Context: an optimization exercise on an open-source flow, tuned for small area and a short achievable clock period. The choices shown serve that exercise and are no tape-out recipe. In this exercise RTL edits were held to simulation tests only and were not proved equivalent to the original. Power figures rest on the tool's default switching activity, not on a simulated workload.

==> inputs of build 62 <==
## FPM
module FPM(A, B, SUM, clk);
  input [31:0] A, B;
  input clk;
  output [31:0] SUM;
  wire       s0_sgn = A[31] ^ B[31];
  wire [7:0] s0_exp = A[30:23] + B[30:23] + 8'h81;
  wire n1 = A[1] & A[0];
  wire n2 = A[1] ^ A[0];
  wire n3 = A[2] & A[1];
  wire n4 = A[2] ^ A[1];
  wire n5 = A[3] & A[2];
  wire n6 = A[3] ^ A[2];
  wire n7 = A[4] & A[3];
  wire n8 = A[4] ^ A[3];
  wire n9 = A[5] & A[4];
  wire n10 = A[5] ^ A[4];
  wire n11 = A[6] & A[5];
  wire n12 = A[6] ^ A[5];
  wire n13 = A[7] & A[6];
  wire n14 = A[7] ^ A[6];
  wire n15 = A[8] & A[7];
  wire n16 = A[8] ^ A[7];
  wire n17 = A[9] & A[8];
  wire n18 = A[9] ^ A[8];
  wire n19 = A[10] & A[9];
  wire n20 = A[10] ^ A[9];
  wire n21 = A[11] & A[10];
  wire n22 = A[11] ^ A[10];
  wire n23 = A[12] & A[11];
  wire n24 = A[12] ^ A[11];
  wire n25 = A[13] & A[12];
  wire n26 = A[13] ^ A[12];
  wire n27 = A[14] & A[13];
  wire n28 = A[14] ^ A[13];
  wire n29 = A[15] & A[14];
  wire n30 = A[15] ^ A[14];
  wire n31 = A[16] & A[15];
  wire n32 = A[16] ^ A[15];
  wire n33 = A[17] & A[16];
  wire n34 = A[17] ^ A[16];
  wire n35 = A[18] & A[17];
  wire n36 = A[18] ^ A[17];
  wire n37 = A[19] & A[18];
  wire n38 = A[19] ^ A[18];
  wire n39 = A[20] & A[19];
  wire n40 = A[20] ^ A[19];
  wire n41 = A[21] & A[20];
  wire n42 = A[21] ^ A[20];
  wire n43 = A[22] & A[21];
  wire n44 = A[22] ^ A[21];
  wire n45 = 1'b1 & A[22];
  wire n46 = 1'b1 ^ A[22];
  wire n47 = n1 | (n2 & 1'b0);
  wire n48 = n3 | (n4 & n1);
  wire n49 = n4 & n2;
  wire n50 = n5 | (n6 & n3);
  wire n51 = n6 & n4;
  wire n52 = n7 | (n8 & n5);
  wire n53 = n8 & n6;
  wire n54 = n9 | (n10 & n7);
  wire n55 = n10 & n8;
  wire n56 = n11 | (n12 & n9);
  wire n57 = n12 & n10;
  wire n58 = n13 | (n14 & n11);
  wire n59 = n14 & n12;
  wire n60 = n15 | (n16 & n13);
  wire n61 = n16 & n14;
  wire n62 = n17 | (n18 & n15);
  wire n63 = n18 & n16;
  wire n64 = n19 | (n20 & n17);
  wire n65 = n20 & n18;
  wire n66 = n21 | (n22 & n19);
  wire n67 = n22 & n20;
  wire n68 = n23 | (n24 & n21);
  wire n69 = n24 & n22;
  ...
Settings: LEC_CHECK=0, CAP_MARGIN=20, CORE_MARGIN=2, CORE_UTILIZATION=70, CTS_CLUSTER_DIAMETER=100, CTS_CLUSTER_SIZE=32, SETUP_SLACK_MARGIN=0.95, SLEW_MARGIN=20, SYNTH_HIERARCHICAL=1, SYNTH_MINIMUM_KEEP_SIZE=0; clock period 3.0 ns.
standard.sh (not shown) runs the stock make flow with config.mk's settings and CLKGATE_MAP_FILE= SYNTH_SCRIPT=/design/flow/synth_recipe.tcl, a recipe that flattens the netlist after the stock synthesis.
==> flow/flow/run.sh <==
#!/bin/bash
# Layout: the standard ORFS flow (standard.sh, unchanged synthesis and
# steps), except that the buffers global placement puts on the input and
# output ports are plain buffers (buf_2, resized later as timing needs)
# instead of the delay cell buffer_ports picks by default.
set -euo pipefail
cd "$(dirname "$0")/.."
export BUFFER_PORTS_ARGS="-buffer_cell sky130_fd_sc_hd__buf_2"
bash standard.sh > standard_flow.log 2>&1
==> inputs of trial 47, as changes to build 62 <==
--- a/flow/config.mk
+++ b/flow/config.mk
@@ -8,5 +8,5 @@
 export CAP_MARGIN = 20
 export CORE_MARGIN = 2
-export CORE_UTILIZATION = 70
+export CORE_UTILIZATION = 62
 export CTS_CLUSTER_DIAMETER = 100
 export CTS_CLUSTER_SIZE = 32
==> key figures <==
Outcome
  – Status: no timing/DRC/antenna violations

Layout
  – Most frequent cells in the layout: 597 x dfxtp_1, 230 x xnor2_1, 172 x fa_1, 148 x a221oi_1, 147 x a22o_1
  – Layout Utilization: 75.8%
  – Clock buf/inv share: 2.23%
  – Sequential Area: 0.0124 sq mm

GRT
  – Initial antenna violation count: 11
  – First-pass GRT wire length: 91,600 microns

Timing
  – Worst slew margin: 36.1%
  – Fmax: 491 MHz
  – Hold slack: 126 ps
  – Fin crit share: 67.9%

Detailed routing
  – Final WL: 58,500 microns
  – Pre-Repair DR Iteration Count: 6

Power and ir drop
  – Total power: 26.5 mW
  – Comb pwr share: 35.4%

Floorplanning
  – Initial Utilization: 70.7%
That was build 62.
==> key figures <==
Timing
  – Hold slack: 121 ps
  – Fin crit share: 67.6%
  – Worst slew margin: 44.2%
  – Fmax: 493 MHz

GRT
  – Initial antenna violation count: 2
  – First-pass GRT wire length: 90,700 microns

Outcome
  – Status: no timing/DRC/antenna violations

Layout
  – Most frequent cells in the layout: 601 x dfxtp_1, 230 x xnor2_1, 173 x fa_1, 148 x a221oi_1, 147 x a22o_1
  – Layout Utilization: 67.8%

Detailed routing
  – Pre-Repair DR Iteration Count: 8
  – Final WL: 57,400 microns

Power and ir drop
  – Comb pwr share: 34.6%

Floorplanning
  – Initial Utilization: 62.9%
That was trial 47.

==> build 9: inputs <==
FPM, a different RTL version from the one above (not shown whole).
clock: 3.0 ns
lec_check: 0
cap_margin: 20
core_margin: 2
core_utilization: 55
cts_cluster_diameter: 100
cts_cluster_size: 32
setup_slack_margin: 0.95
slew_margin: 20
synth_hierarchical: 1
synth_minimum_keep_size: 0
run.sh (not shown) runs the stock make flow with config.mk's settings and CLKGATE_MAP_FILE= SYNTH_SCRIPT=/design/flow/synth_recipe.tcl, a recipe that flattens the netlist after the stock synthesis.
Stock flow here: none of the scripts above is used.
==> inputs of build 4, as changes to build 9 <==
--- a/flow/config.mk
+++ b/flow/config.mk
@@ -12,3 +12,3 @@
 export CTS_CLUSTER_SIZE = 32
-export SETUP_SLACK_MARGIN = 0.95
+export SETUP_SLACK_MARGIN = 0.85
 export SLEW_MARGIN = 20
==> results by group <==
Status
  • Run status: finished clean

Drt
  • DRT Wirelength: about 60000 um
  • Met3 WL post-DR: 5064 um
  • Router iterations before antenna repair: 5

Global route
  • Initial antenna violation count: 1

Worst setup path
  • Critical path's slowest cell: dfxtp_1
  • R2r worst-path depth: 3
  • Critical path origin: r1_m1[3]

Power and ir drop
  • Clock power frac: 14.2%
  • Psw: between 0.008 and 0.009 W

Finish
  • Share of post-route cells with drive strength above 1: 7.933%
  • Layout area overhead: 10.03%
  • Nets: between 2000 and 3000

Place
  • Post-place setup slack: -0.1764 ns
The numbers above come from build 4.

==> results by group <==
Drt
  • DRT Wirelength: about 60000 um
  • Router iterations before antenna repair: 8
  • Met3 WL post-DR: between 5000 and 6000 um

Worst setup path
  • R2r worst-path depth: 4
  • Critical path origin: A[9]
  • Critical path's slowest cell: a221oi_4

Status
  • Run status: finished clean

Global route
  • Initial antenna violation count: 2

Power and ir drop
  • Clock power frac: around 15%

Place
  • Number of port buffers: 96

Finish
  • Nets: ~2700
  • Share of post-route cells with drive strength above 1: under 10%
  • Layout area overhead: 10.15%
The numbers above come from build 9.


==> run P: inputs <==
Starting RTL as in the previous note.
clock: 3.0 ns
lec_check: 0
cap_margin: 20
core_margin: 2
core_utilization: 55
setup_slack_margin: 0.95
slew_margin: 20
synth_hierarchical: 1
synth_minimum_keep_size: 0
standard.sh (not shown) runs the stock make flow with config.mk's settings and CLKGATE_MAP_FILE= SYNTH_SCRIPT=/design/flow/synth_recipe.tcl, a recipe that flattens the netlist after the stock synthesis.
==> flow/flow/run.sh <==
#!/bin/bash
# Layout: the standard ORFS flow (standard.sh, unchanged synthesis and
# steps), except that the buffers global placement puts on the input and
# output ports are plain buffers (buf_1, resized later as timing needs)
# instead of the delay cell buffer_ports picks by default.
set -euo pipefail
cd "$(dirname "$0")/.."
export BUFFER_PORTS_ARGS="-buffer_cell sky130_fd_sc_hd__buf_1"
bash standard.sh > standard_flow.log 2>&1
==> run B: changes against run P <==
==> flow/run.sh (new file) <==
#!/bin/bash
# synth_recipe.tcl (not shown) runs the flow's synth.tcl, then flattens the netlist and writes it again
# the make line also repeats each setting of config.mk as NAME=value (left out here)
make -C /OpenROAD-flow-scripts/flow DESIGN_CONFIG=/design/flow/config.mk WORK_HOME=/design/flow/orfs CLKGATE_MAP_FILE= SYNTH_SCRIPT=/design/flow/synth_recipe.tcl finish
Settings changed: CTS_CLUSTER_DIAMETER set to 80, CTS_CLUSTER_SIZE set to 24.
removed: flow/flow/run.sh
removed: flow/standard.sh
==> run Y: changes against run P <==
==> flow/run.sh (new file) <==
#!/bin/bash
# synth_recipe.tcl (not shown) runs the flow's synth.tcl, then flattens the netlist and writes it again
# the make line also repeats each setting of config.mk as NAME=value (left out here)
make -C /OpenROAD-flow-scripts/flow DESIGN_CONFIG=/design/flow/config.mk WORK_HOME=/design/flow/orfs CLKGATE_MAP_FILE= SYNTH_SCRIPT=/design/flow/synth_recipe.tcl finish
Settings changed: CORE_UTILIZATION 55 to 65, CTS_CLUSTER_DIAMETER set to 100, CTS_CLUSTER_SIZE set to 32, PLACE_DENSITY set to 0.8.
removed: flow/flow/run.sh
removed: flow/standard.sh
==> comparison <==
First-iteration DRC count: run Y > run B > run P. Utilization: run B is lower than run Y (9.4 points). In sequential cell count, run P and run Y do not differ. The lowest clock skew belongs to run Y, the highest to run B. In synthesized cell count, run Y and run B do not differ. In run Y the die area is smaller than in run P, by about 15%. In synthesized area, run Y and run P do not differ. The highest global-route usage belongs to run Y, the lowest to run B. Critical path depth: run P is higher than run Y (2).

==> v14: inputs <==
FPM again, from the RTL that the note above started with.
Settings: LEC_CHECK=0, CAP_MARGIN=20, CORE_MARGIN=2, CORE_UTILIZATION=55, CTS_CLUSTER_DIAMETER=100, CTS_CLUSTER_SIZE=32, SETUP_SLACK_MARGIN=0.95, SLEW_MARGIN=20, SYNTH_HIERARCHICAL=1, SYNTH_MINIMUM_KEEP_SIZE=0; clock period 3.0 ns.
==> flow/flow/run.sh <==
#!/bin/bash
# Layout: the standard ORFS flow (standard.sh, unchanged synthesis and
# steps), except that the buffers global placement puts on the input and
# output ports are plain buffers (buf_1, resized later as timing needs)
# instead of the delay cell buffer_ports picks by default.
set -euo pipefail
cd "$(dirname "$0")/.."
export BUFFER_PORTS_ARGS="-buffer_cell sky130_fd_sc_hd__buf_2"
bash standard.sh > standard_flow.log 2>&1
==> v18: changes against v14 <==
==> flow/run.sh (new file) <==
#!/bin/bash
# synth_recipe.tcl (not shown) runs the flow's synth.tcl, then flattens the netlist and writes it again
# the make line also repeats each setting of config.mk as NAME=value (left out here)
make -C /OpenROAD-flow-scripts/flow DESIGN_CONFIG=/design/flow/config.mk WORK_HOME=/design/flow/orfs CLKGATE_MAP_FILE= SYNTH_SCRIPT=/design/flow/synth_recipe.tcl finish
Settings changed: CTS_CLUSTER_DIAMETER 100 to default, CTS_CLUSTER_SIZE 32 to default.
removed: flow/flow/run.sh
removed: flow/standard.sh
==> flow_summary_export.csv <==
group,metric,value,unit
outcome,status,"finished clean",
power_and_ir_drop,leakagePower,12.66,nW
worst_setup_path,criticalPathCategory,"flip-flop to flip-flop",
timing,whs,0.09510,ns
worst_setup_path,path_cells,"a221oi_1 -> xnor2_1 -> fa_1",
worst_setup_path,cp.buffers_inverters,0,
worst_setup_path,crit_fanout,20,
timing,post-route-period-util,0.6735,
power_and_ir_drop,ir_worst_vdd,0.5817,mV
detailed_routing,avgRoutedWirePerCell,20.79,µm
worst_setup_path,critical_path.startpoint,"r1_m1[0]",
detailed_routing,met1_length,27250,µm
detailed_routing,drt-total-wl,61750,µm
final_layout,n_antenna_cell,1,
grt,grt_pass1_vias,17310,
timing,fin_skew,0.02419,ns
That was v18.
==> flow_summary_export.csv <==
group,metric,value,unit
worst_setup_path,path_cells,"buf_8 -> ha_4 -> inv_2 -> fa_2 -> nor2b_2 -> o31a_1 -> buf_4 -> o21ai_2 -> o211a_1 -> o21bai_1 -> a21oi_1 -> xnor2_1",
cts,cts.path.max_buffers,3,
worst_setup_path,cp.buffers_inverters,3,
detailed_routing,drt-total-wl,60800,µm
hold_path,hold_start,"A[0]",
power_and_ir_drop,clockPowerShare,0.151,
worst_setup_path,critical_path.startpoint,"A[1]",
power_and_ir_drop,leakagePower,11.86,nW
outcome,status,"finished clean",
final_layout,n_antenna_cell,2,
timing,post-route-period-util,0.6724,
grt,grt_pass1_vias,16810,
timing,whs,0.1021,ns
worst_setup_path,crit_fanout,4,
timing,fin_skew,0.03244,ns
hold_path,min_path_cells,1,
detailed_routing,avgRoutedWirePerCell,21.12,µm
power_and_ir_drop,pg_clk,4.10,mW
power_and_ir_drop,ir_worst_vdd,0.5030,mV
yosys,yosysTopAreaCellShare,0.4679,
That was v14.

==> try-garnet: inputs <==
Another version of the RTL of FPM (not shown whole).
// FPM
module FPM(A, B, SUM, clk);
  input [31:0] A, B;
  input clk;
  output [31:0] SUM;
  wire       s0_sgn = A[31] ^ B[31];
  wire [7:0] s0_exp = A[30:23] + B[30:23] + 8'h81;
  wire n1 = A[1] & A[0];
  wire n2 = A[1] ^ A[0];
  wire n3 = A[2] & A[1];
  wire n4 = A[2] ^ A[1];
  wire n5 = A[3] & A[2];
  wire n6 = A[3] ^ A[2];
  wire n7 = A[4] & A[3];
  wire n8 = A[4] ^ A[3];
  wire n9 = A[5] & A[4];
  wire n10 = A[5] ^ A[4];
  wire n11 = A[6] & A[5];
  wire n12 = A[6] ^ A[5];
  wire n13 = A[7] & A[6];
  wire n14 = A[7] ^ A[6];
  wire n15 = A[8] & A[7];
  wire n16 = A[8] ^ A[7];
  wire n17 = A[9] & A[8];
  wire n18 = A[9] ^ A[8];
  wire n19 = A[10] & A[9];
  wire n20 = A[10] ^ A[9];
  wire n21 = A[11] & A[10];
  wire n22 = A[11] ^ A[10];
  wire n23 = A[12] & A[11];
  wire n24 = A[12] ^ A[11];
  wire n25 = A[13] & A[12];
  wire n26 = A[13] ^ A[12];
  wire n27 = A[14] & A[13];
  wire n28 = A[14] ^ A[13];
  wire n29 = A[15] & A[14];
  wire n30 = A[15] ^ A[14];
  wire n31 = A[16] & A[15];
  wire n32 = A[16] ^ A[15];
  wire n33 = A[17] & A[16];
  wire n34 = A[17] ^ A[16];
  wire n35 = A[18] & A[17];
  wire n36 = A[18] ^ A[17];
  wire n37 = A[19] & A[18];
  wire n38 = A[19] ^ A[18];
  wire n39 = A[20] & A[19];
  wire n40 = A[20] ^ A[19];
  wire n41 = A[21] & A[20];
  wire n42 = A[21] ^ A[20];
  wire n43 = A[22] & A[21];
  wire n44 = A[22] ^ A[21];
  wire n45 = 1'b1 & A[22];
  ...
Settings: LEC_CHECK=0, CAP_MARGIN=20, CORE_MARGIN=2, CORE_UTILIZATION=55, CTS_CLUSTER_DIAMETER=100, CTS_CLUSTER_SIZE=32, SETUP_SLACK_MARGIN=0.95, SLEW_MARGIN=20, SYNTH_HIERARCHICAL=1, SYNTH_MINIMUM_KEEP_SIZE=0; clock period 3.0 ns.
==> flow/flow/run.sh <==
#!/bin/bash
# Layout: the standard ORFS flow (standard.sh, unchanged synthesis and
# steps), except that the buffers global placement puts on the input and
# output ports are plain buffers (buf_2, resized later as timing needs)
# instead of the delay cell buffer_ports picks by default.
set -euo pipefail
cd "$(dirname "$0")/.."
export BUFFER_PORTS_ARGS="-buffer_cell sky130_fd_sc_hd__buf_2"
bash standard.sh > standard_flow.log 2>&1
==> try-tundra: changes against try-garnet <==
SETUP_SLACK_MARGIN = 1.0   (was 0.95)
==> results.txt <==
item	try-garnet	try-tundra
Routing usage on met2	37.87%	37.01%
Clock latency reported for the late side of the worst-skew pair	590 ps	630 ps
Max IR drop VDD	0.0006064 V	0.0005634 V
Number of CTS-inserted buffers	25	24
Cell-internal power	18.00 mW	17.86 mW
Worst slack after detailed placement	493.2 ps	464.4 ps
Worst reg-to-reg path cell count	5	4
Endpoint, Worst Hold	r1_a[5]$_DFF_P_	r1_a[14]$_DFF_P_
Wire length of the first global-routing pass	95.51 mm	93.98 mm
Depth of the critical timing path with buffers and inverters included	5	4
Worst setup slack after layout	974.5 ps	995.0 ps
Reg-to-reg endpoint	r2_m[38]$_DFF_P_	r2_m[92]$_DFF_P_
Clk slew on worst S/H paths	110 ps	120 ps
Status	no timing/DRC/antenna violations	no timing/DRC/antenna violations
Share of power burned in registers	49.8%	50.1%
Number of ordinary and repair buffers in the finished layout	166	172
Relative max-transition margin	42.85%	49.31%
Final weighted congestion in routability-driven placement	0.8888	0.8964
Total detailed-routing wirelength	60.70 mm	60.70 mm
Portion of total power attributed to the clock network	15.6%	14.8%
GRT Resource Usage Total	24.56%	24.19%
Combinational fraction of design power	34.6%	35.1%

[afterwards: timing with drivers on the ports]
In the flow no input, the clock included, has a driving cell. The finished layouts below were timed again as built, in two steps.
Step 1 sets driving cells, clkbuf_16 on the clock port and buf_2 on the other inputs (assumed; they add their load-dependent delay and slew).
Step 2 also shifts input and output timing later by t, the mid clock arrival at the registers, as if the neighbouring blocks saw the same clock.
Slacks: ideal ports / drivers / drivers and shift; pairs: ideal ports / drivers.
| run | t, ns | setup slack, ns | hold slack, ns | clock arrival spread, ns | slew at the worst register clock pin (ns) |
|---|---|---|---|---|---|
| build 62 | 0.637 | 0.964 / 0.964 / 0.462 | 0.126 / 0.089 / 0.330 | 0.038 / 0.039 | 0.12 / 0.12 |
| trial 47 | 0.640 | 0.972 / 0.972 / 0.488 | 0.121 / 0.084 / 0.331 | 0.018 / 0.018 | 0.12 / 0.12 |
| build 9 | 0.653 | 0.980 / 0.993 / 0.371 | 0.102 / 0.079 / 0.330 | 0.023 / 0.023 | 0.12 / 0.12 |
| build 4 | 0.651 | 0.845 / 0.845 / 0.284 | 0.139 / 0.104 / 0.329 | 0.026 / 0.025 | 0.12 / 0.12 |
| run P | 0.676 | 0.877 / 0.889 / 0.212 | 0.101 / 0.081 / 0.322 | 0.030 / 0.029 | 0.07 / 0.07 |
| run B | 0.619 | 0.940 / 0.937 / 0.332 | 0.134 / 0.110 / 0.325 | 0.029 / 0.029 | 0.09 / 0.09 |
| run Y | 0.631 | 0.940 / 0.950 / 0.349 | 0.121 / 0.103 / 0.333 | 0.026 / 0.025 | 0.12 / 0.12 |
| v14 | 0.643 | 0.983 / 0.993 / 0.350 | 0.102 / 0.079 / 0.332 | 0.035 / 0.036 | 0.12 / 0.12 |
| v18 | 0.677 | 0.979 / 0.979 / 0.353 | 0.095 / 0.072 / 0.322 | 0.029 / 0.028 | 0.07 / 0.07 |
| try-garnet | 0.642 | 0.974 / 0.974 / 0.494 | 0.135 / 0.099 / 0.320 | 0.022 / 0.022 | 0.12 / 0.12 |
| try-tundra | 0.649 | 0.995 / 0.995 / 0.516 | 0.103 / 0.074 / 0.330 | 0.074 / 0.075 | 0.12 / 0.12 |
After both steps setup and hold are still met in every run listed. The setup slack of run P, which loses most, moves by +0.012 ns with the drivers and by -0.665 ns with both steps.
